From an optimization exercise on the open Yosys and OpenROAD flow, aimed at a short achievable clock period and few clock cycles; shortcuts taken in it are not production practice. Function was checked by simulation only, so behaviour that the tests miss may differ from the original. Power and IR drop assume default switching activity.

## design.v

```verilog
module adder(
	input [63:0] a,
	input [63:0] b,
	output reg [63:0] out
);
always @(*)
begin
  out = a + b;
end
endmodule
module branch_unit(
	input  [63:0] a,
	input  [63:0] b,
	input         ge_sel,
	input         br,
	input         pred,
	input         far,
	output        taken,
	output        redirect
);
wire eq = a == b;
wire ge = $signed(a) >= $signed(b);
assign taken    = ge_sel ? ge : eq;
assign redirect = br & ((taken ^ pred) | far);
endmodule
module instruction_parser(
	input [31:0] ins,
	output [6:0] opcode,
	output [4:0] rd,
	output [2:0] func3,
	output [4:0] rs1,
	output [4:0] rs2,
	output [6:0] func7
);
assign opcode = ins[6:0];
assign rd = ins[11:7];
assign func3 = ins[14:12];
assign rs1 = ins[19:15];
assign rs2 = ins[24:20];
assign func7 = ins[31:25];
endmodule
module Control_Unit
(
    input [6:0] Opcode,
    output reg [1:0] ALUOp,
    output reg Branch,MemRead,MemtoReg,MemWrite,ALUSrc,Regwrite
);
always @(*)
begin
    case (Opcode)
    7'b0110011:
        begin
        ALUSrc = 1'b0;
        MemtoReg = 1'b0;
        Regwrite = 1'b1;
        MemRead = 1'b0;
        MemWrite = 1'b0;
        Branch = 1'b0;
        ALUOp = 2'b10;
        end
    7'b0000011:
        begin
        ALUSrc = 1'b1;
        MemtoReg = 1'b1;
        Regwrite = 1'b1;
        MemRead = 1'b1;
        MemWrite = 1'b0;
        Branch = 1'b0;
        ALUOp = 2'b00;
        end
    7'b0100011:
        begin
        ALUSrc = 1'b1;
        MemtoReg = 1'b0;
        Regwrite = 1'b0;
        MemRead = 1'b0;
        MemWrite = 1'b1;
        Branch = 1'b0;
        ALUOp = 2'b00;
        end
    7'b1100011:
        begin
        ALUSrc = 1'b0;
        MemtoReg = 1'b0;
        Regwrite = 1'b0;
        MemRead = 1'b0;
        MemWrite = 1'b0;
        Branch = 1'b1;
        ALUOp = 2'b01;
        end
	7'b0_01_00_11 : 
		begin
		ALUSrc = 1;
		MemtoReg = 0;
		Regwrite = 1;
		MemRead = 0;
		MemWrite = 0;
		Branch = 0;
		ALUOp = 2'b00;
		end
	default :
		begin
		ALUSrc = 1'b0;
		MemtoReg = 1'b0;
		Regwrite = 1'b0;
		MemRead = 1'b0;
		MemWrite = 1'b0;
		Branch = 1'b0;
		ALUOp = 2'b00;
		end
    endcase
end
endmodule
module sign_x(
	input  [63:0] a,
	input  [63:0] b,
	input         cin,
	input         and_op,
	input         or_op,
	output        s
);
wire [63:0] sum = a + b + {63'd0, cin};
assign s = and_op ? (a[63] & b[63]) : or_op ? (a[63] | b[63]) : sum[63];
endmodule
module inc64(
	input  [63:0] a,
	output [63:0] y,
	output [50:0] hp,
	output [50:0] hm
);
assign y  = a + 64'd4;
assign hp = a[63:13] + 51'd1;
assign hm = a[63:13] - 51'd1;
endmodule
module alu_64(
	input  [63:0] a,
	input  [63:0] b,
	input         sub,
	input         and_op,
	input         or_op,
	output [63:0] res
);
wire [64:0] s = {a, 1'b1} + {b, sub};
assign res = and_op ? (a & b) : or_op ? (a | b) : s[64:1];
endmodule
module rf_read(
	input  [4:0]   rs,
	input  [247:0] rf,       
	output [7:0]   rd
);
wire [3:0] lo = 4'b1 << rs[1:0];
wire [7:0] hi = 8'b1 << rs[4:2];
reg  [7:0] grp [0:7];
reg  [7:0] v;
integer i, j;
always @(*) begin
	for (i = 0; i < 8; i = i + 1) begin
		grp[i] = 8'd0;
		for (j = 0; j < 4; j = j + 1)
			if (i*4+j > 0)
				grp[i] = grp[i] | ({8{lo[j]}} & rf[8*(i*4+j-1) +: 8]);
	end
	v = 8'd0;
	for (i = 0; i < 8; i = i + 1)
		v = v | ({8{hi[i]}} & grp[i]);
end
assign rd = v;
endmodule
module fetch_next(
	input  [63:0] pc,
	input  [31:0] ir,
	input  [50:0] hip,        
	input  [50:0] him,        
	output [12:0] lo,
	output [50:0] hi,
	output        far
);
wire [12:0] off = {ir[31], ir[7], ir[30:25], ir[11:8], 1'b0};
reg  [12:0] kg, kp;
integer d, j;
always @(*) begin
	kg = pc[12:0] & off;
	kp = pc[12:0] ^ off;
	for (d = 1; d < 13; d = d * 2)
		for (j = 12; j >= d; j = j - 1) begin
			kg[j] = kg[j] | (kp[j] & kg[j-d]);
			kp[j] = kp[j] & kp[j-d];
		end
end
assign lo  = (pc[12:0] ^ off) ^ {kg[11:0], 1'b0};
assign far = kg[12] != ir[31];
assign hi  = far ? (ir[31] ? him : hip) : pc[63:13];
endmodule
module RISC_V_Processor(
	input clk,
	input reset,
	output [63:0] imem_addr,
	input  [31:0] imem_data,
	output [63:0] dmem_addr,
	output [63:0] dmem_wdata,
	output        dmem_we,
	output        dmem_re,
	input  [63:0] dmem_rdata
);
reg  [63:0] pc_f;    
reg  [63:0] pc_i;    
reg  [63:0] a_x, b_x, o2_x, tgt_x, seq_x;
reg  [4:0]  rd_x;
reg         wr_x, ld_x, st_x, br_x, pred_x, far_x, ge_x;
reg         sub_x, and_x, or_x;
reg  [63:0] res_m, ad_m, wd_m;
reg  [4:0]  rd_m;
reg         wr_m, we_m, re_m;
reg  [63:0] rf [31:1];
wire redirect;
wire sgn_x;
wire loaduse;
wire [63:0] res;
wire [63:0] alt;
assign imem_addr = pc_f;
wire [31:0] ir = imem_data;
wire [6:0] op  = ir[6:0];
wire [4:0] rd  = ir[11:7];
wire [2:0] f3  = ir[14:12];
wire [4:0] rs1 = ir[19:15];
wire [4:0] rs2 = ir[24:20];
wire is_r  = op == 7'b0110011;
wire is_i  = op == 7'b0010011;
wire is_ld = op == 7'b0000011;
wire is_st = op == 7'b0100011;
wire is_br = op == 7'b1100011;
wire wr_f  = (is_r | is_i | is_ld) & (rd != 5'd0);
wire u1_f  = is_r | is_i | is_ld | is_st | is_br;
wire u2_f  = is_r | is_st | is_br;
wire sub_f = is_r & ( ir[30] & (f3 == 3'b000));
wire imm_sel = is_i | is_ld | is_st;
wire pred_f, far_f;
wire [63:0] seq_f, pc_next;
wire [63:0] val_m = re_m ? dmem_rdata : res_m;
wire fw1 = wr_x & (rd_x == rs1);
wire fw2 = wr_x & (rd_x == rs2);
wire by1 = wr_m & (rd_m == rs1);
wire by2 = wr_m & (rd_m == rs2);
wire bgez_f = is_br & f3[2] & (rs2 == 5'd0);
wire known_f = bgez_f & ((fw1 & ~ld_x) | (~fw1 & by1));
wire sign_f  = fw1 ? sgn_x : val_m[63];
wire [63:0] tgt_f, nt_f;
wire [50:0] hip_f, him_f, hi_f;
wire [12:0] lo_f;
wire spred_f;
inc64 inc(.a(pc_i), .y(seq_f), .hp(hip_f), .hm(him_f));
fetch_next nxt(
	.pc(pc_i), .ir(ir), .hip(hip_f), .him(him_f), .lo(lo_f), .hi(hi_f), .far(far_f)
);
assign tgt_f   = {pc_i[63:13], lo_f};
assign spred_f = is_br & (ir[31] | (rs1 == rs2));
assign nt_f    = loaduse ? pc_i : spred_f ? tgt_f : seq_f;
assign pred_f = known_f ? ~sign_f : spred_f;
assign pc_next = redirect ? alt : known_f ? (sign_f ? seq_f : tgt_f) : nt_f;
wire [247:0] rf_sl [0:7];
genvar gi, gs;
generate
	for (gs = 0; gs < 8; gs = gs + 1) begin : g_sl
		for (gi = 1; gi < 32; gi = gi + 1) begin : g_rf
			assign rf_sl[gs][8*(gi-1) +: 8] = rf[gi][8*gs +: 8];
		end
	end
endgenerate
wire [63:0] src1, src2, o2_f;
wire [63:0] imm_i = {{52{ir[31]}}, ir[31:20]};
wire [63:0] imm_s = {{52{ir[31]}}, ir[31:25], ir[11:7]};
wire [63:0] imm_f = is_st ? imm_s : imm_i;
wire [63:0] rd1, rd2;
generate
	for (gs = 0; gs < 8; gs = gs + 1) begin : g_rd
		rf_read rp1(.rs(rs1), .rf(rf_sl[gs]), .rd(rd1[8*gs +: 8]));
		rf_read rp2(.rs(rs2), .rf(rf_sl[gs]), .rd(rd2[8*gs +: 8]));
	end
endgenerate
wire [63:0] oth1 = by1 ? val_m : rd1;
wire [63:0] oth2 = by2 ? val_m : rd2;
assign src1 = fw1 ? res : oth1;
assign src2 = fw2 ? res : oth2;
wire fwo2 = fw2 & ~imm_sel;
assign o2_f = fwo2 ? (res ^ {64{sub_f}}) : imm_sel ? imm_f : (oth2 ^ {64{sub_f}});
assign loaduse = ld_x & ((u1_f & (rs1 == rd_x)) | (u2_f & (rs2 == rd_x)));
wire go = ~redirect & ~loaduse;
always @(posedge clk)
	if (reset)
		pc_f <= 64'd0;
	else
		pc_f <= pc_next;
always @(posedge clk or posedge reset)
	if (reset)
		pc_i <= 64'd0;
	else
		pc_i <= pc_next;
always @(posedge clk or posedge reset)
	if (reset) begin
		wr_x <= 1'b0; ld_x <= 1'b0; st_x <= 1'b0; br_x <= 1'b0;
	end else begin
		wr_x <= go & wr_f;
		ld_x <= go & is_ld & wr_f;
		st_x <= go & is_st;
		br_x <= go & is_br;
	end
always @(posedge clk) begin
	a_x    <= src1;
	b_x    <= src2;
	o2_x   <= o2_f;
	tgt_x  <= {hi_f, lo_f};
	seq_x  <= seq_f;
	rd_x   <= rd;
	pred_x <= pred_f;
	far_x  <= pred_f & far_f;
	ge_x   <= f3[2];
	sub_x  <= sub_f;
	and_x  <= is_r & (~ir[30] & (f3 == 3'b111));
	or_x   <= is_r & (~ir[30] & (f3 == 3'b110));
end
alu_64 alu(
	.a(a_x), .b(o2_x), .sub(sub_x), .and_op(and_x), .or_op(or_x), .res(res)
);
sign_x sgn(
	.a(a_x), .b(o2_x), .cin(sub_x), .and_op(and_x), .or_op(or_x), .s(sgn_x)
);
wire taken;
branch_unit bru(
	.a(a_x), .b(b_x), .ge_sel(ge_x), .br(br_x), .pred(pred_x), .far(far_x),
	.taken(taken), .redirect(redirect)
);
assign alt = taken ? tgt_x : seq_x;
always @(posedge clk or posedge reset)
	if (reset) begin
		wr_m <= 1'b0;
	end else begin
		wr_m <= wr_x;
	end
always @(posedge clk)
	if (reset) begin
		we_m <= 1'b0; re_m <= 1'b0; ad_m <= 64'd0;
	end else begin
		we_m <= st_x; re_m <= ld_x; ad_m <= res;
	end
always @(posedge clk) begin
	res_m <= res;
	wd_m  <= b_x;
	rd_m  <= rd_x;
end
assign dmem_addr  = ad_m;
assign dmem_wdata = wd_m;
assign dmem_we    = we_m;
assign dmem_re    = re_m;
always @(posedge clk)
	if (wr_m)
		rf[rd_m] <= val_m;
endmodule
```

## flow/run.sh

```bash
#!/bin/bash
# The standard layout, with these changes to how hard it optimises:
#  - ABC maps with its delay-oriented 'map' (flow/abc_speed.script) in place
#    of ORFS's default speed script; the rest of ORFS's scripts are copied as
#    they are
#  - no full-adder extraction (ADDER_MAP_FILE empty), so ABC maps the adders
#  - repair_timing aims well below the clock period (a larger setup margin)
#  - the port buffers are plain buffers (buf_4) rather than the default pick
# The clock, the SDC and the rest of the flow are the standard flow's.
set -euo pipefail
rm -rf scripts_abc
cp -r "$FLOW_HOME/scripts" scripts_abc
cp flow/abc_speed.script scripts_abc/abc_speed.script
bash standard.sh "SCRIPTS_DIR=$PWD/scripts_abc" ADDER_MAP_FILE= SETUP_SLACK_MARGIN=9 \
	"BUFFER_PORTS_ARGS=-buffer_cell sky130_fd_sc_hd__buf_4" finish > standard_flow.log 2>&1
```

## flow/abc_speed.script

```
&get -n
&st
&dch
&put
map -D 300
buffer -c
topo
stime -c
upsize -c -D 300
dnsize -c -D 300
```

## standard.sh

```bash
#!/bin/bash
# synth_recipe.tcl (not shown) runs the flow's synth.tcl, then flattens the netlist and writes it again
# the make line also repeats each setting of config.mk as NAME=value (left out here)
make -C /OpenROAD-flow-scripts/flow DESIGN_CONFIG=/design/flow/config.mk WORK_HOME=/design/flow/orfs CLKGATE_MAP_FILE= SYNTH_SCRIPT=/design/flow/synth_recipe.tcl "${@:-finish}"
```

## config.mk

```make
export PLATFORM = sky130hd
export DESIGN_NAME = RISC_V_Processor
export DESIGN_NICKNAME = RISC_V_Processor
export VERILOG_FILES = /design/flow/design.v
export SDC_FILE = /design/flow/constraint.sdc
export NUM_CORES = 4
export LEC_CHECK = 0
export CAP_MARGIN = 20
export CORE_MARGIN = 2
export CORE_UTILIZATION = 50
export CTS_CLUSTER_DIAMETER = 100
export CTS_CLUSTER_SIZE = 20
export PLACE_DENSITY = 0.62
export SETUP_SLACK_MARGIN = 1.5
export SLEW_MARGIN = 20
export SYNTH_HIERARCHICAL = 1
```

## constraint.sdc

```tcl
create_clock -name core_clock -period 13.0 [get_ports {clk}]
set_input_delay 2.6000 -clock core_clock [delete_from_list [all_inputs] [get_ports {clk}]]
set_output_delay 2.6000 -clock core_clock [all_outputs]
set_load 0.01 [all_outputs]
```

==> flow_summary.yaml, run 1 <==
critical_path:
  worst-path-stages: 11
  worst_ep_required_time_ns: 13.77
  path_buf_inv: 4
  crit_chain: "buf_8 > buf_16 > inv_2 > nor3_4 > a22oi_1 > nand4_1 > inv_1 > o21ai_2 > a21oi_1 > a21oi_1 > o21ai_0"
  reg2reg_depth: 18
  crit_family: "compound AO/OA/AOI/OAI gates"
  cp_common_cell: "a21oi_1"
  crit_type: "in -> reg"
  critPathCaptureType: "register"
  cp_slowest_stage_delay_ns: 0.50
  cpMaxStageDelayCell: "nor3_4"
  cp_max_fo: 17
  cp-start-kind: "primary input"
  crit_arrival_ns: 5.06
power_and_ir_drop:
  total_leakage_power_nw: 57.7
  switching_power_mw: 7.34
  pwr-share-clk_pct: 25.5
  power.share.sequential_pct: 49.9
  power_density_mw_per_mm2: 133
  intPower_mw: 14.1
  power_mw: 21.5
  max-vdd-ir-drop_mv: 0.127
  pwr-share-comb_pct: 24.5
  switching_share_pct: 34.2
synthesis:
  yosysUniqueCellTypes: 81
  synth_top_area_share_pct: 43.7
  synth_edf_count: 1984
  yosys_warnings: 10
  synth_area_mm2: 0.136
  syn_inst: 14900
  yosysMostFrequentCell: "nand3_1"
  ys.flop_type: "edfxtp_1"
  yosysTopAreaCell: "edfxtp_1"
  synthTopCellsByArea: "edfxtp_1, nand3_1, dfxtp_1"
  ys_seq_area_share_pct: 53.7
  syn_avg_cell_area_um2: 9.15
  synthArstFlopShare_pct: 2.61
  ys_ff_latch: 2647
  synthTopCellsByCount: "nand3_1, nand2_1, edfxtp_1"
sta:
  setup_ws_ns: 8.70
  fin_skew_ns: 0.0476
  fmax_ghz: 0.233
  fin_crit_sh_pct: 33.1
  tightest_slew_ns: 1.25
  final_hold_viol_count: 0
  min_period_ns: 4.30
  relSlewSlack_pct: 16.8
  finalSetupViolations: 0
  maxSlewViolCount: 0
  rsz0062_at_grt: "true"
  fin_tns_setup_ns: 0
drt:
  via_count: 136000
  drcViolationCount: 0
  drtPass1Iterations: 15
  drtIter0Drc: 26500
  wire_per_inst_um: 35.0
  drt-total-wl_um: 661000
  antenna_left: 0
  vias_per_cell: 7.19
final_layout:
  nFillCells: 22500
  drive_gt1_share_pct: 15.7
  final_nets: 15300
  final_core_util_pct: 59.6
  final_area_mm2: 0.162
  area_delta_synth_final_pct: 18.5
worst_hold_path:
  min_path_type: "reg -> reg"
  min_path_cells: 0
clock_network:
  cts_tree: "yes"
  max-clock-path-buffers: 4
  cts.sinks: 2647
  h-tree-depth: 4
  insertion_delay_ns: 0.93
  cts_buffers: 160
  clock-root-buffer: "clkbuf_16"
  path_clk_slew_ns: 0.09
  hold_buffers: 0
placement:
  hpwl_um: 369000
  dp_slack_ns: 6.18
  post_dp_cell_area_mm2: 0.141
  port_buffers: 291
  gp_congestion: 1.01
status:
  status: "no timing/DRC/antenna violations"
global_routing:
  grt_max_degree: 161
  grt_pass1_wl_um: 889000
  antenna_found_initial: 44
  grt_pass1_vias: 122000
  overflow: 0
  grt.total_usage_pct: 44.1
floorplan:
  coreArea_mm2: 0.271
  fp.dieH_um: 526
  die_w_um: 526
  dieArea_mm2: 0.277
  rows: 191
  io_pins: 292
  start_util_pct: 50.3
job:
  cap_violations: 0
[per-module statistics from Yosys, one instance, submodules excluded]
| module | flip-flops and latches | times used | cells inside |
|---|---|---|---|
| inc64 | 0 | 1 | 849 |
| sign_x | 0 | 1 | 255 |
| branch_unit | 0 | 1 | 373 |
| fetch_next | 0 | 1 | 474 |
| alu_64 | 0 | 1 | 1448 |
| RISC_V_Processor | 2647 | 1 | 4846 |
| rf_read | 0 | 16 | 415 |
[worst reg2reg max path, cell delays in order, from the launching register on]
cell and delay (ns):
dfxtp_4 0.48, nand2b_2 0.18, nand4_1 0.13, nor3_1 0.25, nand4_1 0.74, nor2_2 0.41
nand3_1 0.11, nand4_1 0.15, a21oi_4 0.11, o22ai_4 0.16, buf_12 0.14, nand2_1 0.08
a31oi_4 0.26, buf_4 0.16, buf_4 0.15, clkinv_4 0.17, nor2_1 0.14, o21ai_0 0.15
a21oi_2 0.17
[per-stage QoR]
step | cells | hold slack [ns]
finish | 18900 | 0.357
global placement | 18000 | 0.361
CTS | 18600 | 0.365
floorplan | 14900 | 0.331
global route | 18900 | 0.376
detailed placement | 18000 | 0.362
[power by group through the flow]
stage | Combinational (mW) | Clock, mW | Sequential (mW)
after floorplan | 2.74 | 0 | 10.6
after global routing | 5.51 | 5.73 | 10.7
after CTS | 4.75 | 5.43 | 10.7
after global placement | 4.26 | 0 | 10.8
after detailed placement | 4.34 | 0 | 10.8
final | 5.27 | 5.48 | 10.7
[area by class of cell]
class	count	area (µm²)	area share (%)
Timing Repair inverter	5	50.0	0.0310
Multi-Input combinational cell	10500	59700	36.9
Antenna cell	29	72.6	0.0449
Clock buffer	258	4450	2.75
Timing Repair Buffer	1170	16100	9.97
Inverter	705	2920	1.81
Sequential cell	2647	73500	45.5
Clock inverter	21	294	0.182
Tap cell	3570	4470	2.77
[placed cells by master (no fill, tap or decap), types with 227 or more instances in the layout]
cell and instances:
nand3_1 2750, nand2_1 2289, edfxtp_1 1984, nand4_1 1293, nor2_1 775, nand3b_1 706, inv_1 603, buf_4 592
dfxtp_1 459, a21oi_1 455, a22oi_1 384, o21ai_0 317, clkbuf_16 227
[what timing repair did]
| item | in CTS | in global routing |
|---|---|---|
| endpoints found under the hold margin | 0 | 0 |
| setup buffers | 230 | 160 |
| gates cloned | 112 | 81 |
| pin swaps | 131 | 319 |
| endpoints found under the setup margin | 506 | 396 |
| gates resized for setup | 1005 | 618 |
[layer usage]
layer / global-route usage (%) / wire length [µm]
met5: 0 / 530
met4: 27.0 / 53400
met3: 14.1 / 104000
met2: 63.5 / 272000
met1: 57.8 / 230000
[path summary, 6_finish.rpt]
path,startpoint,to,slack [ns]
max,imem_data[23],o2_x[0],8.70
min,b_x[9],wd_m[9],0.36
max reg2reg,a_x[35],pc_f[35],8.80
min reg2reg,b_x[9],wd_m[9],0.36
max in group asynchronous,reset,pc_i[33],9.00
min in group asynchronous,reset,br_x,2.59
[logic make-up after synthesis]
kind of cell,after synthesis,synth area share (%)
AND/OR/NAND/NOR,8388,31.0
buffers and inverters,1767,5.43
XOR/XNOR,157,1.03
AO/OA/AOI/OAI,1926,8.80
flip-flops,2647,53.7
[flip-flops by register name, indices dropped and copies added, names as in the netlist, 5 cells and up]
| register | flops |
|---|---|
| b_x | 64 |
| pc_i | 64 |
| res_m | 64 |
| rd_m | 5 |
| wd_m | 64 |
| pc_f | 64 |
| seq_x | 64 |
| tgt_x | 64 |
| rd_x | 5 |
| ad_m | 64 |
| o2_x | 64 |
| rf | 1984 |
| a_x | 64 |
Testbench counts, summed over its fixed seeds: cycles 62,850.
==> inputs of run 2 (changes only) <==
--- a/design.v
+++ b/design.v
@@ -23,6 +23,13 @@
 assign taken    = ge_sel ? ge : eq;
 assign redirect = br & ((taken ^ pred) | far);
 endmodule
+module mux4oh(
+	input  [3:0]  s,
+	input  [63:0] d0, d1, d2, d3,
+	output [63:0] y
+);
+assign y = ({64{s[0]}} & d0) | ({64{s[1]}} & d1) | ({64{s[2]}} & d2) | ({64{s[3]}} & d3);
+endmodule
 module instruction_parser(
 	input [31:0] ins,
 	output [6:0] opcode,
@@ -114,13 +121,15 @@
 module sign_x(
 	input  [63:0] a,
 	input  [63:0] b,
-	input         cin,
+	input         sub_op,
 	input         and_op,
 	input         or_op,
 	output        s
 );
-wire [63:0] sum = a + b + {63'd0, cin};
-assign s = and_op ? (a[63] & b[63]) : or_op ? (a[63] | b[63]) : sum[63];
+wire [63:0] sum = a + b;
+wire [63:0] dif = a - b;
+assign s = and_op ? (a[63] & b[63]) : or_op ? (a[63] | b[63]) :
+           sub_op ? dif[63] : sum[63];
 endmodule
 module inc64(
 	input  [63:0] a,
@@ -135,13 +144,16 @@
 module alu_64(
 	input  [63:0] a,
 	input  [63:0] b,
-	input         sub,
+	input         add_op,
+	input         sub_op,
 	input         and_op,
 	input         or_op,
 	output [63:0] res
 );
-wire [64:0] s = {a, 1'b1} + {b, sub};
-assign res = and_op ? (a & b) : or_op ? (a | b) : s[64:1];
+wire [63:0] s = a + b;
+wire [63:0] d = a - b;
+assign res = ({64{add_op}} & s) | ({64{sub_op}} & d) |
+             ({64{and_op}} & (a & b)) | ({64{or_op}} & (a | b));
 endmodule
 module rf_read(
 	input  [4:0]   rs,
@@ -207,7 +219,7 @@
 reg  [63:0] a_x, b_x, o2_x, tgt_x, seq_x;
 reg  [4:0]  rd_x;
 reg         wr_x, ld_x, st_x, br_x, pred_x, far_x, ge_x;
-reg         sub_x, and_x, or_x;
+reg         add_x, sub_x, and_x, or_x;
 reg  [63:0] res_m, ad_m, wd_m;
 reg  [4:0]  rd_m;
 reg         wr_m, we_m, re_m;
@@ -234,6 +246,8 @@
 wire u2_f  = is_r | is_st | is_br;
 wire sub_f = is_r & ( ir[30] & (f3 == 3'b000));
 wire imm_sel = is_i | is_ld | is_st;
+wire and_f = is_r & (~ir[30] & (f3 == 3'b111));
+wire or_f  = is_r & (~ir[30] & (f3 == 3'b110));
 wire pred_f, far_f;
 wire [63:0] seq_f, pc_next;
 wire [63:0] val_m = re_m ? dmem_rdata : res_m;
@@ -277,12 +291,18 @@
 		rf_read rp2(.rs(rs2), .rf(rf_sl[gs]), .rd(rd2[8*gs +: 8]));
 	end
 endgenerate
-wire [63:0] oth1 = by1 ? val_m : rd1;
-wire [63:0] oth2 = by2 ? val_m : rd2;
-assign src1 = fw1 ? res : oth1;
-assign src2 = fw2 ? res : oth2;
-wire fwo2 = fw2 & ~imm_sel;
-assign o2_f = fwo2 ? (res ^ {64{sub_f}}) : imm_sel ? imm_f : (oth2 ^ {64{sub_f}});
+mux4oh m1(
+	.s({1'b0, ~fw1 & ~by1, ~fw1 & by1, fw1}),
+	.d0(res), .d1(val_m), .d2(rd1), .d3(64'd0), .y(src1)
+);
+mux4oh m2(
+	.s({1'b0, ~fw2 & ~by2, ~fw2 & by2, fw2}),
+	.d0(res), .d1(val_m), .d2(rd2), .d3(64'd0), .y(src2)
+);
+mux4oh mo(
+	.s({~imm_sel & ~fw2 & ~by2, ~imm_sel & ~fw2 & by2, imm_sel, ~imm_sel & fw2}),
+	.d0(res), .d1(imm_f), .d2(val_m), .d3(rd2), .y(o2_f)
+);
 assign loaduse = ld_x & ((u1_f & (rs1 == rd_x)) | (u2_f & (rs2 == rd_x)));
 wire go = ~redirect & ~loaduse;
 always @(posedge clk)
@@ -315,14 +335,16 @@
 	far_x  <= pred_f & far_f;
 	ge_x   <= f3[2];
 	sub_x  <= sub_f;
-	and_x  <= is_r & (~ir[30] & (f3 == 3'b111));
-	or_x   <= is_r & (~ir[30] & (f3 == 3'b110));
+	and_x  <= and_f;
+	or_x   <= or_f;
+	add_x  <= ~sub_f & ~and_f & ~or_f;
 end
 alu_64 alu(
-	.a(a_x), .b(o2_x), .sub(sub_x), .and_op(and_x), .or_op(or_x), .res(res)
+	.a(a_x), .b(o2_x), .add_op(add_x), .sub_op(sub_x), .and_op(and_x), .or_op(or_x),
+	.res(res)
 );
 sign_x sgn(
-	.a(a_x), .b(o2_x), .cin(sub_x), .and_op(and_x), .or_op(or_x), .s(sgn_x)
+	.a(a_x), .b(o2_x), .sub_op(sub_x), .and_op(and_x), .or_op(or_x), .s(sgn_x)
 );
 wire taken;
 branch_unit bru(
==> run 2 against run 1 <==
  * Flip-flop and latch count is 1 higher
  * Worst setup slack worse by 0.28 ns
  * Via count increased by 6.1%
  * Register-to-register slack worse by 0.38 ns
  * Critical path type is now reg -> reg
  * Largest cell class unchanged
  * Highest routed layer unchanged
==> flow_summary.yaml, run 2 <==
final_layout:
  drive_gt1_share_pct: 14.0
  final_common_cell: "nand3_1"
  final_nets: 16400
  largest_register_ffs: 1984
  final_cell_mix: "nand3_1, nand2_1, edfxtp_1"
  largest-register: "rf"
  final_core_util_pct: 57.3
  area_delta_synth_final_pct: 14.3
  multi_input_area_mm2: 0.0681
  regArea_mm2: 0.0735
  nFillCells: 25500
synthesis:
  syn_inst: 16100
  yosys_warnings: 10
  synth_edf_count: 1984
  ys.flop_type: "edfxtp_1"
  synthTopCellsByArea: "edfxtp_1, nand3_1, dfxtp_1"
  yosysTopAreaCell: "edfxtp_1"
  synth_xor_area_share_pct: 1.13
  ys_ff_latch: 2648
  synthTopCellsByCount: "nand3_1, nand2_1, edfxtp_1"
  muxShareOfSynthArea_pct: 0.487
  synth_top_area_share_pct: 40.9
  synth_top_family_by_area: "simple AND/OR/NAND/NOR gates"
  yosysUniqueCellTypes: 96
  synth-compound-area-share_pct: 11.2
  synthArstFlopShare_pct: 2.61
  synth_simple_gate_area_share_pct: 31.5
  ys_seq_area_share_pct: 50.2
  synth_fa_ha_area_share_pct: 0
  yosysMostFrequentCell: "nand3_1"
  syn_avg_cell_area_um2: 9.05
  synth_area_mm2: 0.146
drt:
  drtIter0Drc: 26300
  via_count: 144000
  wire_per_inst_um: 35.5
  vias_per_cell: 7.07
  drt-total-wl_um: 722000
  drcViolationCount: 0
  drtPass1Iterations: 9
  antenna_left: 0
floorplan:
  start_util_pct: 50.2
  coreArea_mm2: 0.291
  dieArea_mm2: 0.296
  rows: 198
  io_pins: 292
  die_w_um: 544
  fp.dieH_um: 544
sta:
  fin_tns_setup_ns: 0
  final_hold_viol_count: 0
  tightest_slew_ns: 1.32
  finalSetupViolations: 0
  fmax_ghz: 0.218
  maxSlewViolCount: 0
  fin_crit_sh_pct: 35.2
  min_period_ns: 4.58
  fin_skew_ns: 0.0735
  relSlewSlack_pct: 12.0
  rsz0062_at_grt: "true"
placement:
  port_buffers: 291
  hpwl_um: 443000
  gp_congestion: 1.08
worst_hold_path:
  min_path_cells: 0
  min_path_type: "reg -> reg"
critical_path:
  cp_common_cell: "nand3_1"
  cp-start-kind: "register"
  worst_ep_required_time_ns: 13.83
  worst-path-stages: 26
  path_buf_inv: 5
  crit_family: "simple AND/OR/NAND/NOR gates"
  crit_arrival_ns: 5.41
  crit_type: "reg -> reg"
  reg2reg_depth: 26
  critPathCaptureType: "register"
  cp_slowest_stage_delay_ns: 0.39
  cp_max_fo: 7
  cpMaxStageDelayCell: "dfxtp_4"
global_routing:
  grt.total_usage_pct: 46.3
  grt_pass1_wl_um: 975000
  antenna_found_initial: 45
  overflow: 0
  grt_max_degree: 91
  grt_pass1_vias: 129000
status:
  status: "no timing/DRC/antenna violations"
power_and_ir_drop:
  power_density_mw_per_mm2: 137
  max-vdd-ir-drop_mv: 0.140
  total_leakage_power_nw: 59.2
clock_network:
  path_clk_slew_ns: 0.09
  insertion_delay_ns: 0.96
  cts_tree: "yes"
  max-clock-path-buffers: 4
  clock-root-buffer: "clkbuf_16"
  h-tree-depth: 4
  cts.sinks: 2648
  cts_buffers: 158
job:
  cap_violations: 0
-- run 2: changes by cell type after synthesis, moves of 52 or more --
cell | before | now
nand2_1 | 2359 | 2604
o21ai_0 | 394 | 328
a31oi_1 | 183 | 277
a22oi_1 | 495 | 798
nand4_1 | 1293 | 1434
mux2_2 | 0 | 63
clkbuf_1 | 414 | 362
buf_6 | 0 | 75
nand3_1 | 2838 | 2992
-- run 2: what timing repair did --
item / CTS / global route
gates cloned: 75 / 37
pin swaps: 90 / 111
setup endpoints to repair: 495 / 437
buffers inserted: 156 / 105
resized for setup: 814 / 343
hold buffers: 0 / 0
-- run 2: where the power goes --
part           switching, mW  internal, mW  leakage, nW
logic                   4.81          1.77         33.3
clock network           3.02          2.40         2.25
registers              0.592          10.2         23.7
-- run 2: stage by stage --
| step | setup slack, ns | instances | hold slack, ns | area, µm² | power, mW |
|---|---|---|---|---|---|
| 2_1_floorplan | 8.81 | 16200 | 0.331 | 146000 | 14.1 |
| 3_3_place_gp | 6.53 | 19700 | 0.365 | 151000 | 16.6 |
| 3_5_place_dp | 6.46 | 19700 | 0.366 | 151000 | 16.6 |
| 4_1_cts | 8.77 | 20200 | 0.368 | 163000 | 22.2 |
| 5_1_grt | 8.30 | 20400 | 0.380 | 167000 | 23.3 |
| 6_report | 8.42 | 20400 | 0.365 | 167000 | 22.8 |
-- run 2: Yosys stat by module (local to each module, per instance) --
module,cells inside,times used,area [µm²],flops+latches
RISC_V_Processor,3710,1,78800,2648
alu_64,2614,1,13300,0
sign_x,775,1,4840,0
inc64,849,1,4440,0
rf_read,415,16,2240,0
fetch_next,474,1,2140,0
branch_unit,373,1,1750,0
mux4oh,220,3,1520,0
-- run 2: area by class of cell --
cell class              count  share of cell area (%)
repair buffers           1000                    7.59
diodes                     17                  0.0255
repair inverters            2                  0.0105
inverters                 685                    1.61
multi-input cells       11800                    40.9
clock buffers             272                    2.69
clock inverters            17                   0.152
flip-flops and latches   2648                    44.1
well taps                3900                    2.93
-- run 2: routing by layer --
| metal | vias up | routed length, µm | GRT usage [%] |
|---|---|---|---|
| met4 | 34 | 56400 | 29.2 |
| met1 | 69000 | 260000 | 61.0 |
| li1 | 60300 | - | - |
| met3 | 2677 | 108000 | 14.1 |
| met2 | 12100 | 298000 | 66.2 |
| met5 | - | 462 | 0 |
-- run 2: worst paths after layout --
kind                         start        to  slack (ns)
setup / recovery           o2_x[2]  pc_f[42]        8.42
hold / removal             b_x[39]  wd_m[39]        0.36
setup reg to reg           o2_x[2]  pc_f[42]        8.42
hold reg to reg            b_x[39]  wd_m[39]        0.36
max in group asynchronous    reset  pc_i[41]        9.78
min in group asynchronous    reset   pc_i[4]        1.94
-- run 2: cells by family after synthesis --
| logic type | Yosys count |
|---|---|
| other cells | 1 |
| mux | 63 |
| compound gates | 2445 |
| xor+xnor | 126 |
| flops | 2648 |
| simple gates | 9054 |
| buf+inv | 1758 |
Testbench counts of run 2, summed over its fixed seeds: cycles 62,850.
==> inputs of run 3 (changes only) <==
--- a/design.v
+++ b/design.v
@@ -121,15 +121,10 @@
 module sign_x(
 	input  [63:0] a,
 	input  [63:0] b,
-	input         sub_op,
-	input         and_op,
-	input         or_op,
 	output        s
 );
 wire [63:0] sum = a + b;
-wire [63:0] dif = a - b;
-assign s = and_op ? (a[63] & b[63]) : or_op ? (a[63] | b[63]) :
-           sub_op ? dif[63] : sum[63];
+assign s = sum[63];
 endmodule
 module inc64(
 	input  [63:0] a,
@@ -256,7 +251,7 @@
 wire by1 = wr_m & (rd_m == rs1);
 wire by2 = wr_m & (rd_m == rs2);
 wire bgez_f = is_br & f3[2] & (rs2 == 5'd0);
-wire known_f = bgez_f & ((fw1 & ~ld_x) | (~fw1 & by1));
+wire known_f = bgez_f & ((fw1 & add_x & ~ld_x) | (~fw1 & by1));
 wire sign_f  = fw1 ? sgn_x : val_m[63];
 wire [63:0] tgt_f, nt_f;
 wire [50:0] hip_f, him_f, hi_f;
@@ -344,7 +339,7 @@
 	.res(res)
 );
 sign_x sgn(
-	.a(a_x), .b(o2_x), .sub_op(sub_x), .and_op(and_x), .or_op(or_x), .s(sgn_x)
+	.a(a_x), .b(o2_x), .s(sgn_x)
 );
 wire taken;
 branch_unit bru(
==> run 3 against run 2 <==
  * Synthesized cell count fell by 2.9%
  * Utilization fell by 0.37 points
  * Clock power fell by 1%
  * Critical path type is now in -> reg
  * Die area fell by 2.2%
  * Largest power group unchanged
  * Register-to-register slack improved by 0.47 ns
  * Still clean
  * Area after synthesis fell by 2.2%
  * Clock-buffer cell count fell by 2
  * Worst hold slack improved by 0.0084 ns
  * Critical endpoint is now b_x[46]
  * Highest routed layer unchanged
  * Sequential power barely moved
  * Clock skew fell by 0.019 ns
  * Worst setup slack improved by 0.35 ns
==> flow_summary.yaml, run 3 <==
sta:
  final_hold_viol_count: 0
  finalSetupViolations: 0
  fmax_ghz: 0.237
  maxSlewViolCount: 0
  relSlewSlack_pct: 13.7
  fin_skew_ns: 0.0547
  tightest_slew_ns: 1.29
  fin_tns_setup_ns: 0
  rsz0062_at_grt: "true"
  fin_crit_sh_pct: 32.5
  setup_ws_ns: 8.78
  min_period_ns: 4.22
synthesis:
  yosysUniqueCellTypes: 90
  yosys_warnings: 10
  syn_avg_cell_area_um2: 9.11
  yosysTopAreaCell: "edfxtp_1"
  synthTopCellsByCount: "nand3_1, nand2_1, edfxtp_1"
  synthTopCellsByArea: "edfxtp_1, nand3_1, dfxtp_1"
  syn_inst: 15600
  yosysMostFrequentCell: "nand3_1"
  synth_edf_count: 1984
  ys_seq_area_share_pct: 51.4
  ys.flop_type: "edfxtp_1"
  synth_area_mm2: 0.142
  ys_ff_latch: 2648
  synth_top_area_share_pct: 41.8
  synthArstFlopShare_pct: 2.61
global_routing:
  grt.total_usage_pct: 43.5
  grt_max_degree: 165
  overflow: 0
  antenna_found_initial: 38
  grt_pass1_wl_um: 909000
  grt_pass1_vias: 122000
clock_network:
  cts_buffers: 156
  path_clk_slew_ns: 0.09
  max-clock-path-buffers: 4
  hold_buffers: 0
  cts_tree: "yes"
  clock-root-buffer: "clkbuf_16"
  h-tree-depth: 4
  cts.sinks: 2648
  insertion_delay_ns: 0.93
critical_path:
  worst_ep_required_time_ns: 13.80
  reg2reg_depth: 11
  crit_chain: "buf_16 > buf_8 > buf_16 > nor2_4 > buf_8 > nand2_1 > nand4_1 > a22oi_1 > nand4_1 > a22oi_1 > nand2_1"
  r2r-start: "a_x[48]"
  worst-path-stages: 11
  crit_type: "in -> reg"
  path_buf_inv: 4
  crit_arrival_ns: 5.03
  crit_path_start: "imem_data[21]"
  cp_slowest_stage_delay_ns: 0.36
  endpoint: "b_x[46]"
  crit_family: "buffers and inverters"
  r2r_end: "b_x[57]"
  critPathCaptureType: "register"
  cpMaxStageDelayCell: "buf_16"
  cp_max_fo: 102
  regToRegSetupSlack_ns: 8.89
  cp-start-kind: "primary input"
job:
  cap_violations: 0
drt:
  drcViolationCount: 0
  via_count: 139000
  drtIter0Drc: 24800
  drtPass1Iterations: 9
  antenna_left: 0
  drt-total-wl_um: 671000
  wire_per_inst_um: 34.3
  vias_per_cell: 7.07
final_layout:
  area_delta_synth_final_pct: 13.1
  multi_input_area_mm2: 0.0650
  final_cell_mix: "nand3_1, nand2_1, edfxtp_1"
  nFillCells: 24900
  final_common_cell: "nand3_1"
  final_nets: 15800
  largest_register_ffs: 1984
  drive_gt1_share_pct: 12.7
  regArea_mm2: 0.0734
  largest-register: "rf"
status:
  status: "no timing/DRC/antenna violations"
power_and_ir_drop:
  max-vdd-ir-drop_mv: 0.144
  total_leakage_power_nw: 56.7
  pwr-share-clk_pct: 24.1
  power.share.sequential_pct: 48.3
  power_density_mw_per_mm2: 138
  switching_power_mw: 8.01
  intPower_mw: 14.2
  switching_share_pct: 36.1
  pwr-share-comb_pct: 27.6
floorplan:
  start_util_pct: 50.4
  fp.dieH_um: 538
  die_w_um: 538
  rows: 195
  dieArea_mm2: 0.289
  io_pins: 292
  coreArea_mm2: 0.283
placement:
  hpwl_um: 402000
  dp_slack_ns: 6.60
  gp_congestion: 1.09
  port_buffers: 291
worst_hold_path:
  min_path_cells: 0
  min_path_type: "reg -> reg"
[run 3: routing by layer]
| layer | vias up | share of wire [%] | track usage (%) |
|---|---|---|---|
| met5 | - | 0.0097 | 0 |
| met4 | 8 | 7.5 | 27.0 |
| met3 | 2261 | 14 | 9.79 |
| met2 | 11400 | 42 | 63.2 |
| met1 | 66700 | 37 | 59.1 |
| li1 | 58200 | - | - |
[run 3: through the flow]
stage,hold slack (ns),instances,instance area [µm²],utilization (%),power [mW]
floorplan,0.331,15800,143000,-,13.9
global placement,0.366,19000,148000,52.2,16.2
detailed placement,0.367,19000,148000,52.3,16.2
CTS,0.374,19400,157000,55.6,21.6
global route,0.382,19600,161000,56.9,22.7
finish,0.373,19600,161000,57.0,22.2
[run 3: timing repair]
action | 4_1_cts | 5_1_grt
resized for setup | 602 | 393
gates cloned | 60 | 51
pin swaps | 40 | 158
setup buffers | 54 | 104
endpoints found under the setup margin | 429 | 417
[run 3: cell type report]
cell class                 count  area share, %
inverter                     615           1.51
clock buffer                 270           2.73
clock inverter                14          0.111
antenna                       25         0.0388
timing repair buffer         835           6.81
timing repair inverter         2         0.0109
sequential                  2648           45.6
multi-input combinational  11400           40.3
tap                         3743           2.91
[run 3: logic make-up after synthesis]
kind of cell | synth area share [%]
compound gates | 10.9
xor+xnor | 0.516
buf+inv | 5.41
flops | 51.4
mux | 0.506
other cells | 0.00263
simple gates | 31.3
[run 3: how the worst min path moves through the flow]
stage	slack, ns	end	start
finish	0.37	wd_m[15]	b_x[15]
global route	0.38	wd_m[22]	b_x[22]
CTS	0.37	wd_m[15]	b_x[15]
detailed placement	0.37	wd_m[15]	b_x[15]
global placement	0.37	wd_m[22]	b_x[22]
floorplan	0.33	wd_m[12]	b_x[12]
[run 3: Yosys stat by module, one instance, submodules excluded]
module	flip-flops and latches	cells inside	area [µm²]
alu_64	0	2614	13300
mux4oh	0	220	1520
inc64	0	849	4440
RISC_V_Processor	2648	3769	79100
rf_read	0	415	2240
branch_unit	0	373	1750
fetch_next	0	474	2140
sign_x	0	252	1340
[run 3: power groups by stage]
stage	clock network (mW)	logic, mW	registers (mW)
after floorplan	0	3.32	10.6
after global placement	0	5.37	10.8
after detailed placement	0	5.38	10.8
after CTS	5.31	5.64	10.7
after global routing	5.60	6.38	10.7
final	5.34	6.12	10.7
Testbench counts of run 3, summed over its fixed seeds: cycles 62,850.
==> inputs of run 4 (changes only) <==
--- a/design.v
+++ b/design.v
@@ -155,20 +155,20 @@
 	input  [247:0] rf,       
 	output [7:0]   rd
 );
-wire [3:0] lo = 4'b1 << rs[1:0];
-wire [7:0] hi = 8'b1 << rs[4:2];
-reg  [7:0] grp [0:7];
+wire [7:0] lo = 8'b1 << rs[2:0];
+wire [3:0] hi = 4'b1 << rs[4:3];
+reg  [7:0] grp [0:3];
 reg  [7:0] v;
 integer i, j;
 always @(*) begin
-	for (i = 0; i < 8; i = i + 1) begin
+	for (i = 0; i < 4; i = i + 1) begin
 		grp[i] = 8'd0;
-		for (j = 0; j < 4; j = j + 1)
-			if (i*4+j > 0)
-				grp[i] = grp[i] | ({8{lo[j]}} & rf[8*(i*4+j-1) +: 8]);
+		for (j = 0; j < 8; j = j + 1)
+			if (i*8+j > 0)
+				grp[i] = grp[i] | ({8{lo[j]}} & rf[8*(i*8+j-1) +: 8]);
 	end
 	v = 8'd0;
-	for (i = 0; i < 8; i = i + 1)
+	for (i = 0; i < 4; i = i + 1)
 		v = v | ({8{hi[i]}} & grp[i]);
 end
 assign rd = v;
==> run 4 against run 3 <==
  * Combinational power is 4.1% higher
  * Global-route usage is 2.5 points higher
  * Clock skew is 0.012 ns higher
  * Clock power is 1% higher
  * Via count is 8.3% higher
  * Critical path depth is 3 lower
  * First-iteration DRC count is 22% higher
  * Cell count is 1.2% higher
  * Sequential power hardly changed
  * Area after synthesis is 2.5% higher
  * Critical endpoint is now o2_x[46]
==> flow_summary.yaml, run 4 <==
status:
  status: "no timing/DRC/antenna violations"
synthesis:
  ys_ff_latch: 2648
  yosysUniqueCellTypes: 90
  syn_inst: 16000
  synth_area_mm2: 0.146
  synthArstFlopShare_pct: 2.61
  synthTopCellsByArea: "edfxtp_1, nand4_1, dfxtp_1"
  syn_avg_cell_area_um2: 9.15
  synthTopCellsByCount: "nand4_1, edfxtp_1, nand2_1"
  yosys_warnings: 10
  ys.flop_type: "edfxtp_1"
  yosysMostFrequentCell: "nand4_1"
  synth_top_area_share_pct: 40.8
  yosysTopAreaCell: "edfxtp_1"
  synth_edf_count: 1984
  ys_seq_area_share_pct: 50.2
floorplan:
  start_util_pct: 50.2
  fp.dieH_um: 544
  die_w_um: 544
  coreArea_mm2: 0.291
  rows: 198
  dieArea_mm2: 0.296
  io_pins: 292
placement:
  gp_congestion: 1.08
  port_buffers: 291
  hpwl_um: 419000
  dp.cells: 19200
  dp_slack_ns: 5.94
final_layout:
  nFillCells: 25600
  final_cell_mix: "nand4_1, edfxtp_1, nand2_1"
  final_nets: 15900
  final_common_cell: "nand4_1"
  largest_register_ffs: 1984
  fin_cells: 19800
  drive_gt1_share_pct: 13.2
  area_delta_synth_final_pct: 13.2
  largest-register: "rf"
drt:
  drt-total-wl_um: 727000
  drtPass1Iterations: 12
  wire_per_inst_um: 36.7
  antenna_left: 0
  vias_per_cell: 7.56
  drcViolationCount: 0
  drtIter0Drc: 30100
  via_count: 150000
sta:
  final_hold_viol_count: 0
  finalSetupViolations: 0
  tightest_slew_ns: 1.34
  min_period_ns: 4.17
  relSlewSlack_pct: 10.3
  fmax_ghz: 0.240
  rsz0062_at_grt: "true"
  maxSlewViolCount: 0
  fin_tns_setup_ns: 0
  whs_ns: 0.335
  setup_ws_ns: 8.83
  fin_skew_ns: 0.0662
  fin_crit_sh_pct: 32.1
clock_network:
  cts_buffers: 157
  cts.sinks: 2648
  cts_tree: "yes"
  max-clock-path-buffers: 4
  h-tree-depth: 4
  clock-root-buffer: "clkbuf_16"
  path_clk_slew_ns: 0.09
  insertion_delay_ns: 0.95
  hold_buffers: 0
critical_path:
  crit_type: "in -> reg"
  r2r-start: "a_x[28]"
  cp-start-kind: "primary input"
  cp_max_fo: 17
  reg2reg_depth: 12
  endpoint: "o2_x[46]"
  regToRegSetupSlack_ns: 8.91
  crit_arrival_ns: 5.04
  critPathCaptureType: "register"
  worst_ep_required_time_ns: 13.87
  crit_path_start: "imem_data[24]"
  r2r_end: "a_x[58]"
power_and_ir_drop:
  power_density_mw_per_mm2: 136
  intPower_mw: 14.2
  pwr-share-comb_pct: 28.4
  power.share.sequential_pct: 47.6
  power_mw: 22.4
  switching_share_pct: 36.8
  total_leakage_power_nw: 57.4
  max-vdd-ir-drop_mv: 0.143
  switching_power_mw: 8.27
  pwr-share-clk_pct: 24.0
global_routing:
  antenna_found_initial: 37
  grt_pass1_wl_um: 992000
  overflow: 0
  grt_pass1_vias: 133000
  grt.total_usage_pct: 46.0
  grt_max_degree: 96
worst_hold_path:
  min_path_type: "reg -> reg"
  min-delay-start: "b_x[9]"
job:
  cap_violations: 0
## run 4: per-stage QoR
step | util (%) | area (µm²)
after floorplan | - | 147000
after CTS | 55.3 | 161000
after global routing | 56.8 | 165000
final | 56.8 | 165000
after global placement | 51.4 | 150000
after detailed placement | 51.5 | 150000
## run 4: power by group through the flow
| stage | sequential, mW | combinational, mW | clock [mW] |
|---|---|---|---|
| 3_3_place_gp | 10.8 | 5.49 | 0 |
| 2_1_floorplan | 10.6 | 3.35 | 0 |
| 3_5_place_dp | 10.8 | 5.49 | 0 |
| 4_1_cts | 10.6 | 5.84 | 5.36 |
| 6_report | 10.7 | 6.37 | 5.40 |
| 5_1_grt | 10.7 | 6.61 | 5.64 |
## run 4: worst max-delay path: stages
cell and delay, ns:
buf_12 0.14, buf_4 0.32, nor2_1 1.02, o21ai_0 0.36, nand4_1 0.17, buf_4 0.17
a22oi_1 0.08, nand2_1 0.11
## run 4: worst min path at each step
stage | end | slack (ns) | depth (start not counted)
global placement | wd_m[23] | 0.36 | 0
CTS | wd_m[9] | 0.34 | 0
floorplan | wd_m[12] | 0.33 | 0
detailed placement | wd_m[14] | 0.36 | 0
finish | wd_m[9] | 0.33 | 0
global route | wd_m[9] | 0.36 | 0
## run 4: logic make-up (layout without fill, tap and decap cells)
kind of cell           Yosys count  after routing  share of synthesized area [%]
multiplexers                    64             64                          0.494
other                            1            149                        0.00257
AO/OA/AOI/OAI                 2209           2210                           9.45
buffers and inverters         2063           1886                           6.69
AND/OR/NAND/NOR               8882           8890                           32.7
XOR/XNOR                        84             84                          0.504
flip-flops                    2648           2648                           50.2
## run 4: routing by layer
| metal | share of wire (%) | global-route usage [%] |
|---|---|---|
| met2 | 41 | 65.1 |
| met1 | 36 | 61.5 |
| met5 | 0.015 | 0 |
| met4 | 7.7 | 27.3 |
| met3 | 16 | 14.5 |
## run 4: per-module statistics from Yosys (local to each module, per instance)
| module | cells inside | area (µm²) | copies in the design | flip-flops and latches |
|---|---|---|---|---|
| inc64 | 849 | 4440 | 1 | 0 |
| fetch_next | 474 | 2140 | 1 | 0 |
| rf_read | 435 | 2460 | 16 | 0 |
| mux4oh | 220 | 1520 | 3 | 0 |
| alu_64 | 2614 | 13300 | 1 | 0 |
| sign_x | 252 | 1340 | 1 | 0 |
| branch_unit | 373 | 1750 | 1 | 0 |
| RISC_V_Processor | 3769 | 79100 | 1 | 2648 |
## run 4: what timing repair did
item                                    in CTS  in global routing
setup buffers                               97                 97
pin swaps                                   66                123
cloned                                      95                 63
endpoints found under the setup margin     481                455
gates resized for setup                    745                530
endpoints found under the hold margin        0                  0
## run 4: cell type report
cell class / count / area (µm²) / area share [%]
inverters: 615 / 2590 / 1.57
clock inverters: 16 / 215 / 0.130
well taps: 3900 / 4880 / 2.95
repair inverters: 3 / 28.8 / 0.0174
multi-input cells: 11400 / 66000 / 40.0
flip-flops and latches: 2648 / 73400 / 44.4
clock buffers: 270 / 4430 / 2.68
diodes: 19 / 47.5 / 0.0288
repair buffers: 982 / 13600 / 8.25
Testbench counts of run 4, summed over its fixed seeds: cycles 62,850.
==> inputs of run 5 (changes only) <==
--- a/design.v
+++ b/design.v
@@ -30,6 +30,13 @@
 );
 assign y = ({64{s[0]}} & d0) | ({64{s[1]}} & d1) | ({64{s[2]}} & d2) | ({64{s[3]}} & d3);
 endmodule
+module mux2_64(
+	input         s,
+	input  [63:0] d0, d1,
+	output [63:0] y
+);
+assign y = s ? d1 : d0;
+endmodule
 module instruction_parser(
 	input [31:0] ins,
 	output [6:0] opcode,
@@ -253,7 +260,7 @@
 wire bgez_f = is_br & f3[2] & (rs2 == 5'd0);
 wire known_f = bgez_f & ((fw1 & add_x & ~ld_x) | (~fw1 & by1));
 wire sign_f  = fw1 ? sgn_x : val_m[63];
-wire [63:0] tgt_f, nt_f;
+wire [63:0] tgt_f;
 wire [50:0] hip_f, him_f, hi_f;
 wire [12:0] lo_f;
 wire spred_f;
@@ -263,9 +270,17 @@
 );
 assign tgt_f   = {pc_i[63:13], lo_f};
 assign spred_f = is_br & (ir[31] | (rs1 == rs2));
-assign nt_f    = loaduse ? pc_i : spred_f ? tgt_f : seq_f;
-assign pred_f = known_f ? ~sign_f : spred_f;
-assign pc_next = redirect ? alt : known_f ? (sign_f ? seq_f : tgt_f) : nt_f;
+assign pred_f  = known_f ? ~sign_f : spred_f;
+wire nrr    = ~reset & ~redirect;
+wire s_hold = nrr & loaduse;
+wire s_tgt  = nrr & ~loaduse & (known_f ? ~sign_f : spred_f);
+wire s_seq  = nrr & ~loaduse & (known_f ?  sign_f : ~spred_f);
+wire [63:0] pc_in;
+mux4oh pcm(
+	.s({1'b0, s_seq, s_tgt, s_hold}),
+	.d0(pc_i), .d1(tgt_f), .d2(seq_f), .d3(64'd0), .y(pc_in)
+);
+mux2_64 pcr(.s(redirect & ~reset), .d0(pc_in), .d1(alt), .y(pc_next));
 wire [247:0] rf_sl [0:7];
 genvar gi, gs;
 generate
@@ -301,10 +316,7 @@
 assign loaduse = ld_x & ((u1_f & (rs1 == rd_x)) | (u2_f & (rs2 == rd_x)));
 wire go = ~redirect & ~loaduse;
 always @(posedge clk)
-	if (reset)
-		pc_f <= 64'd0;
-	else
-		pc_f <= pc_next;
+	pc_f <= pc_next;
 always @(posedge clk or posedge reset)
 	if (reset)
 		pc_i <= 64'd0;
==> run 5 against run 4 <==
  * Still clean on timing, DRC and antenna
  * Cell area fell by 0.92%
  * Power down 4.0%
  * Routed wire length fell by 1.2%
  * Sequential share of layout area increased by 0.38 points
  * Clock power down 2%
  * Non-clock buffer count is 48 lower
  * Maximum frequency fell by 1.1%
  * Cell count shrank 1.5%
  * Critical path depth up 4
  * Worst setup slack lost 0.045 ns
  * Register-to-register slack worse by 0.08 ns
  * Sequential power is essentially flat
  * Critical endpoint is now a_x[56]
==> flow_summary.yaml, run 5 <==
sta:
  finalSetupViolations: 0
  min_period_ns: 4.22
  fin_crit_sh_pct: 32.4
  maxSlewViolCount: 0
  final_hold_viol_count: 0
  fin_skew_ns: 0.0659
  tightest_slew_ns: 1.32
  fin_tns_setup_ns: 0
  relSlewSlack_pct: 11.4
  rsz0062_at_grt: "true"
  fmax_ghz: 0.237
clock_network:
  path_clk_slew_ns: 0.09
  max-clock-path-buffers: 4
  insertion_delay_ns: 0.93
  cts_tree: "yes"
  hold_buffers: 0
  cts_buffers: 157
  cts.sinks: 2648
  h-tree-depth: 4
  clock-root-buffer: "clkbuf_16"
worst_hold_path:
  min_path_type: "reg -> reg"
synthesis:
  synthTopCellsByArea: "edfxtp_1, nand4_1, dfxtp_1"
  synth_fa_ha_area_share_pct: 0
  synth_area_mm2: 0.146
  synthTopCellsByCount: "nand4_1, edfxtp_1, nand2_1"
  ys.flop_type: "edfxtp_1"
  syn_inst: 15600
  yosysMostFrequentCell: "nand4_1"
  ys_seq_area_share_pct: 50.2
  synth_simple_gate_area_share_pct: 31.9
  yosys_warnings: 10
  synthArstFlopShare_pct: 2.61
  muxShareOfSynthArea_pct: 1.63
  synth_top_area_share_pct: 40.9
  synth_edf_count: 1984
  syn_avg_cell_area_um2: 9.34
  yosysUniqueCellTypes: 90
  yosysTopAreaCell: "edfxtp_1"
  ys_ff_latch: 2648
  synth-compound-area-share_pct: 9.23
  synth_xor_area_share_pct: 0.486
  synth_top_family_by_area: "simple AND/OR/NAND/NOR gates"
power_and_ir_drop:
  power.share.sequential_pct: 48.7
  intPower_mw: 13.9
  pwr-share-comb_pct: 26.7
  power_density_mw_per_mm2: 132
  total_leakage_power_nw: 56.4
  max-vdd-ir-drop_mv: 0.173
  switching_power_mw: 7.68
  switching_share_pct: 35.6
  pwr-share-clk_pct: 24.6
placement:
  gp_congestion: 1.10
  post_dp_cell_area_mm2: 0.150
  port_buffers: 291
  dp.cells: 18900
  hpwl_um: 415000
global_routing:
  grt.total_usage_pct: 45.5
  grt_pass1_wl_um: 979000
  antenna_found_initial: 41
  grt_max_degree: 139
  grt_pass1_vias: 131000
  overflow: 0
critical_path:
  crit_path_start: "imem_data[16]"
  worst_ep_required_time_ns: 13.81
  r2r_end: "a_x[56]"
  critPathCaptureType: "register"
  cp_max_fo: 34
  endpoint: "a_x[56]"
  crit_type: "in -> reg"
  r2r-start: "o2_x[51]"
  reg2reg_depth: 13
  regToRegSetupSlack_ns: 8.83
  cp-start-kind: "primary input"
  crit_arrival_ns: 5.03
final_layout:
  final_common_cell: "nand4_1"
  fin_cells: 19500
  largest_register_ffs: 1984
  area_delta_synth_final_pct: 12.3
  drive_gt1_share_pct: 13.3
  final_nets: 15600
  final_area_mm2: 0.164
  largest-register: "rf"
  final_cell_mix: "nand4_1, edfxtp_1, nand2_1"
  nFillCells: 25600
floorplan:
  dieArea_mm2: 0.296
  die_w_um: 544
  rows: 198
  coreArea_mm2: 0.291
  io_pins: 292
  start_util_pct: 50.2
  fp.dieH_um: 544
drt:
  antenna_left: 0
  via_count: 148000
  vias_per_cell: 7.56
  drtPass1Iterations: 10
  drtIter0Drc: 28800
  drt-total-wl_um: 718000
  wire_per_inst_um: 36.8
  drcViolationCount: 0
job:
  cap_violations: 0
status:
  status: "no timing/DRC/antenna violations"
-- run 5: cell types whose count changed in the layout (fill, tap and decap cells not counted), moves of 35 or more --
cell / before / now
conb_1: 130 / 195
nand3_2: 83 / 21
inv_1: 549 / 477
a21oi_2: 47 / 12
o21ai_0: 629 / 576
mux2_4: 0 / 63
mux2_2: 64 / 128
nor2_1: 844 / 713
a22oi_2: 55 / 151
nand3_1: 1314 / 1278
-- run 5: worst max-delay path, stage by stage --
cell	delay, ns
buf_16	0.16
buf_16	0.19
buf_12	0.12
o221a_2	0.23
nand4_1	0.14
nand2_4	0.11
buf_4	0.16
buf_12	0.12
inv_8	0.26
buf_12	0.31
a22oi_1	0.16
nand2_1	0.30
-- run 5: final cells by class --
cell class	count	area [µm²]	share of cell area (%)
sequential	2648	73400	44.8
multi-input combinational	11200	65600	40.0
timing repair buffer	934	13000	7.92
tap	3900	4880	2.98
clock buffer	266	4360	2.66
inverter	550	2390	1.46
clock inverter	15	188	0.115
antenna	19	47.5	0.0290
timing repair inverter	1	8.76	0.00535
-- run 5: per-module statistics from Yosys (local to each module, per instance) --
module	copies in the design	cells	cell area, µm²
rf_read	16	435	2460
inc64	1	849	4440
mux4oh	4	220	1520
fetch_next	1	474	2140
mux2_64	1	71	1080
sign_x	1	252	1340
branch_unit	1	373	1750
RISC_V_Processor	1	3138	76300
alu_64	1	2614	13300
-- run 5: per-stage QoR --
stage          hold WS, ns  setup slack (ns)  total power, mW  util (%)
5_1_grt              0.382              8.72             22.0      56.3
3_3_place_gp         0.362              6.26             15.6      51.4
3_5_place_dp         0.365              6.20             15.6      51.5
4_1_cts              0.368              8.83             21.1      55.3
6_report             0.366              8.78             21.6      56.4
2_1_floorplan        0.331              8.21             13.4         -
-- run 5: metal layers --
| metal | track usage [%] | vias to the layer above | wire length, µm |
|---|---|---|---|
| li1 | - | 60700 | - |
| met2 | 65.5 | 13400 | 295000 |
| met4 | 25.7 | 32 | 54600 |
| met3 | 14.5 | 2854 | 112000 |
| met1 | 60.4 | 70700 | 257000 |
| met5 | 0.0487 | - | 214 |
-- run 5: cells by family (layout without fill, tap and decap cells) --
group	after synthesis	after routing
AO/OA/AOI/OAI	2129	2129
XOR/XNOR	81	81
buffers and inverters	1972	1766
flip-flops	2648	2648
multiplexers	191	191
other	1	214
AND/OR/NAND/NOR	8589	8596
-- run 5: power by group through the flow --
stage | sequential (mW) | clock, mW | combinational, mW
6_report | 10.5 | 5.31 | 5.76
5_1_grt | 10.5 | 5.57 | 5.94
4_1_cts | 10.5 | 5.30 | 5.31
3_5_place_dp | 10.6 | 0 | 5.00
3_3_place_gp | 10.6 | 0 | 4.99
2_1_floorplan | 10.5 | 0 | 2.96
-- run 5: worst min-delay path by stage --
stage	slack [ns]	endpoint	cells after the start	from
after floorplan	0.33	wd_m[12]	0	b_x[12]
after global placement	0.36	wd_m[23]	0	b_x[23]
after detailed placement	0.36	wd_m[23]	0	b_x[23]
after CTS	0.37	wd_m[23]	0	b_x[23]
after global routing	0.38	wd_m[47]	0	b_x[47]
final	0.37	wd_m[22]	0	b_x[22]
-- run 5: repair_timing --
action	4_1_cts	5_1_grt
cloned	84	54
pin swaps	68	68
setup endpoints to repair	506	396
gates resized for setup	773	385
setup buffers	106	63
Testbench counts of run 5, summed over its fixed seeds: cycles 62,850.
==> inputs of run 6 (changes only) <==
--- a/design.v
+++ b/design.v
@@ -162,20 +162,20 @@
 	input  [247:0] rf,       
 	output [7:0]   rd
 );
-wire [7:0] lo = 8'b1 << rs[2:0];
-wire [3:0] hi = 4'b1 << rs[4:3];
-reg  [7:0] grp [0:3];
+wire [3:0] lo = 4'b1 << rs[1:0];
+wire [7:0] hi = 8'b1 << rs[4:2];
+reg  [7:0] grp [0:7];
 reg  [7:0] v;
 integer i, j;
 always @(*) begin
-	for (i = 0; i < 4; i = i + 1) begin
+	for (i = 0; i < 8; i = i + 1) begin
 		grp[i] = 8'd0;
-		for (j = 0; j < 8; j = j + 1)
-			if (i*8+j > 0)
-				grp[i] = grp[i] | ({8{lo[j]}} & rf[8*(i*8+j-1) +: 8]);
+		for (j = 0; j < 4; j = j + 1)
+			if (i*4+j > 0)
+				grp[i] = grp[i] | ({8{lo[j]}} & rf[8*(i*4+j-1) +: 8]);
 	end
 	v = 8'd0;
-	for (i = 0; i < 4; i = i + 1)
+	for (i = 0; i < 8; i = i + 1)
 		v = v | ({8{hi[i]}} & grp[i]);
 end
 assign rd = v;
==> run 6 against run 5 <==
  * Via count decreased by 7.2%
  * Flip-flop and latch count unchanged
  * Sequential share of layout area increased by 0.74 points
  * Utilization increased by 0.66 points
  * Sequential power about the same
  * Power decreased by 0.20%
  * Global-route usage decreased by 1.4 points
  * Cell area decreased by 1.5%
  * Routed wire length decreased by 6.2%
==> flow_summary.yaml, run 6 <==
worst_hold_path:
  min_path_type: "reg -> reg"
  min-delay-start: "b_x[16]"
final_layout:
  final_common_cell: "nand3_1"
  final_area_mm2: 0.161
  final_core_util_pct: 57.0
  area_delta_synth_final_pct: 13.3
  nFillCells: 24600
  final_cell_mix: "nand3_1, nand2_1, edfxtp_1"
  largest_register_ffs: 1984
  largest-register: "rf"
  fin_cells: 19400
  drive_gt1_share_pct: 14.0
  final_nets: 15600
floorplan:
  die_w_um: 537
  dieArea_mm2: 0.289
  coreArea_mm2: 0.283
  rows: 195
  io_pins: 292
  fp.dieH_um: 537
  start_util_pct: 50.3
drt:
  drcViolationCount: 0
  vias_per_cell: 7.06
  drtPass1Iterations: 12
  antenna_left: 0
  drt-total-wl_um: 674000
  wire_per_inst_um: 34.7
  drtIter0Drc: 25700
  via_count: 137000
sta:
  min_period_ns: 4.20
  final_hold_viol_count: 0
  relSlewSlack_pct: 14.1
  maxSlewViolCount: 0
  setup_ws_ns: 8.80
  fin_crit_sh_pct: 32.3
  whs_ns: 0.372
  fmax_ghz: 0.238
  tightest_slew_ns: 1.28
  rsz0062_at_grt: "true"
  fin_tns_setup_ns: 0
  finalSetupViolations: 0
  fin_skew_ns: 0.0695
job:
  cap_violations: 0
placement:
  dp.cells: 18800
  port_buffers: 291
  hpwl_um: 409000
  post_dp_cell_area_mm2: 0.148
  gp_congestion: 1.13
  dp_slack_ns: 6.58
synthesis:
  synth_edf_count: 1984
  syn_avg_cell_area_um2: 9.31
  syn_inst: 15300
  synth_area_mm2: 0.142
  ys_seq_area_share_pct: 51.4
  yosysTopAreaCell: "edfxtp_1"
  yosysUniqueCellTypes: 90
  yosys_warnings: 10
  synthTopCellsByCount: "nand3_1, nand2_1, edfxtp_1"
  ys.flop_type: "edfxtp_1"
  synth_top_area_share_pct: 41.9
  synthArstFlopShare_pct: 2.61
  ys_ff_latch: 2648
  yosysMostFrequentCell: "nand3_1"
  synthTopCellsByArea: "edfxtp_1, nand3_1, dfxtp_1"
critical_path:
  critPathCaptureType: "register"
  cp_max_fo: 8
  crit_arrival_ns: 4.97
  crit_path_start: "imem_data[15]"
  crit_type: "in -> reg"
  cp-start-kind: "primary input"
  cp_common_cell: "buf_16"
  cpMaxStageDelayCell: "o211a_4"
  crit_chain: "buf_16 > buf_8 > buf_16 > nand2_4 > o221a_4 > nand4_1 > nand2_4 > buf_6 > nand3_4 > o211a_4 > buf_12 > buf_16 > a22oi_2 > nand2_1 > mux2_4"
  cp_slowest_stage_delay_ns: 0.34
  r2r-start: "o2_x[30]"
  worst_ep_required_time_ns: 13.77
global_routing:
  antenna_found_initial: 39
  overflow: 0
  grt.total_usage_pct: 44.2
  grt_pass1_vias: 122000
  grt_pass1_wl_um: 917000
  grt_max_degree: 122
clock_network:
  cts_tree: "yes"
  cts.sinks: 2648
  cts_buffers: 157
  h-tree-depth: 4
  insertion_delay_ns: 0.93
  hold_buffers: 0
  clock-root-buffer: "clkbuf_16"
  path_clk_slew_ns: 0.08
  max-clock-path-buffers: 4
power_and_ir_drop:
  power_mw: 21.5
  max-vdd-ir-drop_mv: 0.159
  power_density_mw_per_mm2: 133
  total_leakage_power_nw: 56.6
status:
  status: "no timing/DRC/antenna violations"
[run 6: cell count changes after synthesis, sizes merged, moves of 512 or more]
cell,before,now
nand4,4432,1360
nand3,1302,2886
nand2,1774,2542
o21ai,840,328
nand3b,30,654
[run 6: final timing paths]
kind / to / slack (ns) / depth (start not counted)
max: pc_i[8] / 8.80 / 15
min: wd_m[16] / 0.37 / 0
max reg2reg: a_x[63] / 8.87 / 13
min reg2reg: wd_m[16] / 0.37 / 0
max in group asynchronous: pc_i[26] / 9.80 / 4
min in group asynchronous: pc_i[49] / 2.23 / 3
[run 6: routing by layer]
layer  GRT usage (%)  part of all wire, %
met5           0.263                0.029
met4            23.9                  6.6
met3            13.2                   15
met2            63.1                   41
met1            60.1                   37
[run 6: cell type report]
cell class                 count  area (µm²)  area share (%)
tap                         3743        4680            2.90
sequential                  2648       73400            45.5
timing repair inverter         2        13.8         0.00854
clock inverter                16         198           0.123
antenna                       19        47.5          0.0295
multi-input combinational  11300       64800            40.2
clock buffer                 269        4390            2.72
timing repair buffer         899       11500            7.14
inverter                     550        2170            1.35
[run 6: kinds of logic after synthesis]
| kind of cell | share of synthesized area (%) |
|---|---|
| compound gates | 10.7 |
| xor+xnor | 0.499 |
| buf+inv | 5.28 |
| flops | 51.4 |
| mux | 1.67 |
| other cells | 0.00264 |
| simple gates | 30.4 |
[run 6: what timing repair did]
action                                  CTS  global route
setup buffers                           111            84
gates resized for setup                 629           291
endpoints found under the setup margin  461           409
pin swaps                                72            64
cloned                                   78            41
[run 6: critical path: cells and delay by family]
kind            cells  cell delay (ns)
compound gates      3             0.62
buf+inv             6             0.87
mux                 1             0.28
simple gates        5             0.55
[run 6: where the power goes]
group / total [mW] / switching [mW] / internal [mW] / leakage (nW)
Clock: 5.33 / 2.99 / 2.34 / 2.18
Combinational: 5.67 / 4.19 / 1.48 / 30.8
Sequential: 10.5 / 0.402 / 10.1 / 23.6
[run 6: Yosys stat by module (local to each module, per instance)]
module / cell area (µm²) / flip-flops and latches / copies in the design / cells
fetch_next: 2140 / 0 / 1 / 474
mux2_64: 1080 / 0 / 1 / 71
mux4oh: 1520 / 0 / 4 / 220
inc64: 4440 / 0 / 1 / 849
sign_x: 1340 / 0 / 1 / 252
rf_read: 2240 / 0 / 16 / 415
RISC_V_Processor: 76300 / 2648 / 1 / 3138
alu_64: 13300 / 0 / 1 / 2614
branch_unit: 1750 / 0 / 1 / 373
Testbench counts of run 6, summed over its fixed seeds: cycles 62,850.

==> what the ideal ports hide <==
No port has a modelled driver above. Below, the same layouts with a new extraction and two added sets of constraints. Step 1, drivers: a clkbuf_16 drives clk and a buf_2 each remaining input, both assumed. Step 2 also shifts input and output timing later by t, the mid clock arrival at the registers, as if the neighbouring blocks saw the same clock. Slacks: ideal / step 1 / step 2; pairs: ideal / step 1.
run | shift t [ns] | slack for setup (ns) | hold WS [ns]
run 1 | 1.016 | 8.703 / 8.469 / 7.453 | 0.357 / 0.357 / 0.357
run 2 | 1.026 | 8.422 / 8.422 / 7.425 | 0.365 / 0.365 / 0.365
run 3 | 1.011 | 8.775 / 8.583 / 7.572 | 0.373 / 0.373 / 0.373
run 4 | 1.016 | 8.828 / 8.571 / 7.556 | 0.335 / 0.335 / 0.335
run 5 | 1.015 | 8.782 / 8.538 / 7.522 | 0.366 / 0.366 / 0.366
run 6 | 1.027 | 8.799 / 8.588 / 7.561 | 0.372 / 0.372 / 0.372
After both steps every run listed still meets setup and hold. The setup slack of run 4, which loses most, moves by -0.257 ns with the drivers and by -1.272 ns with both steps.
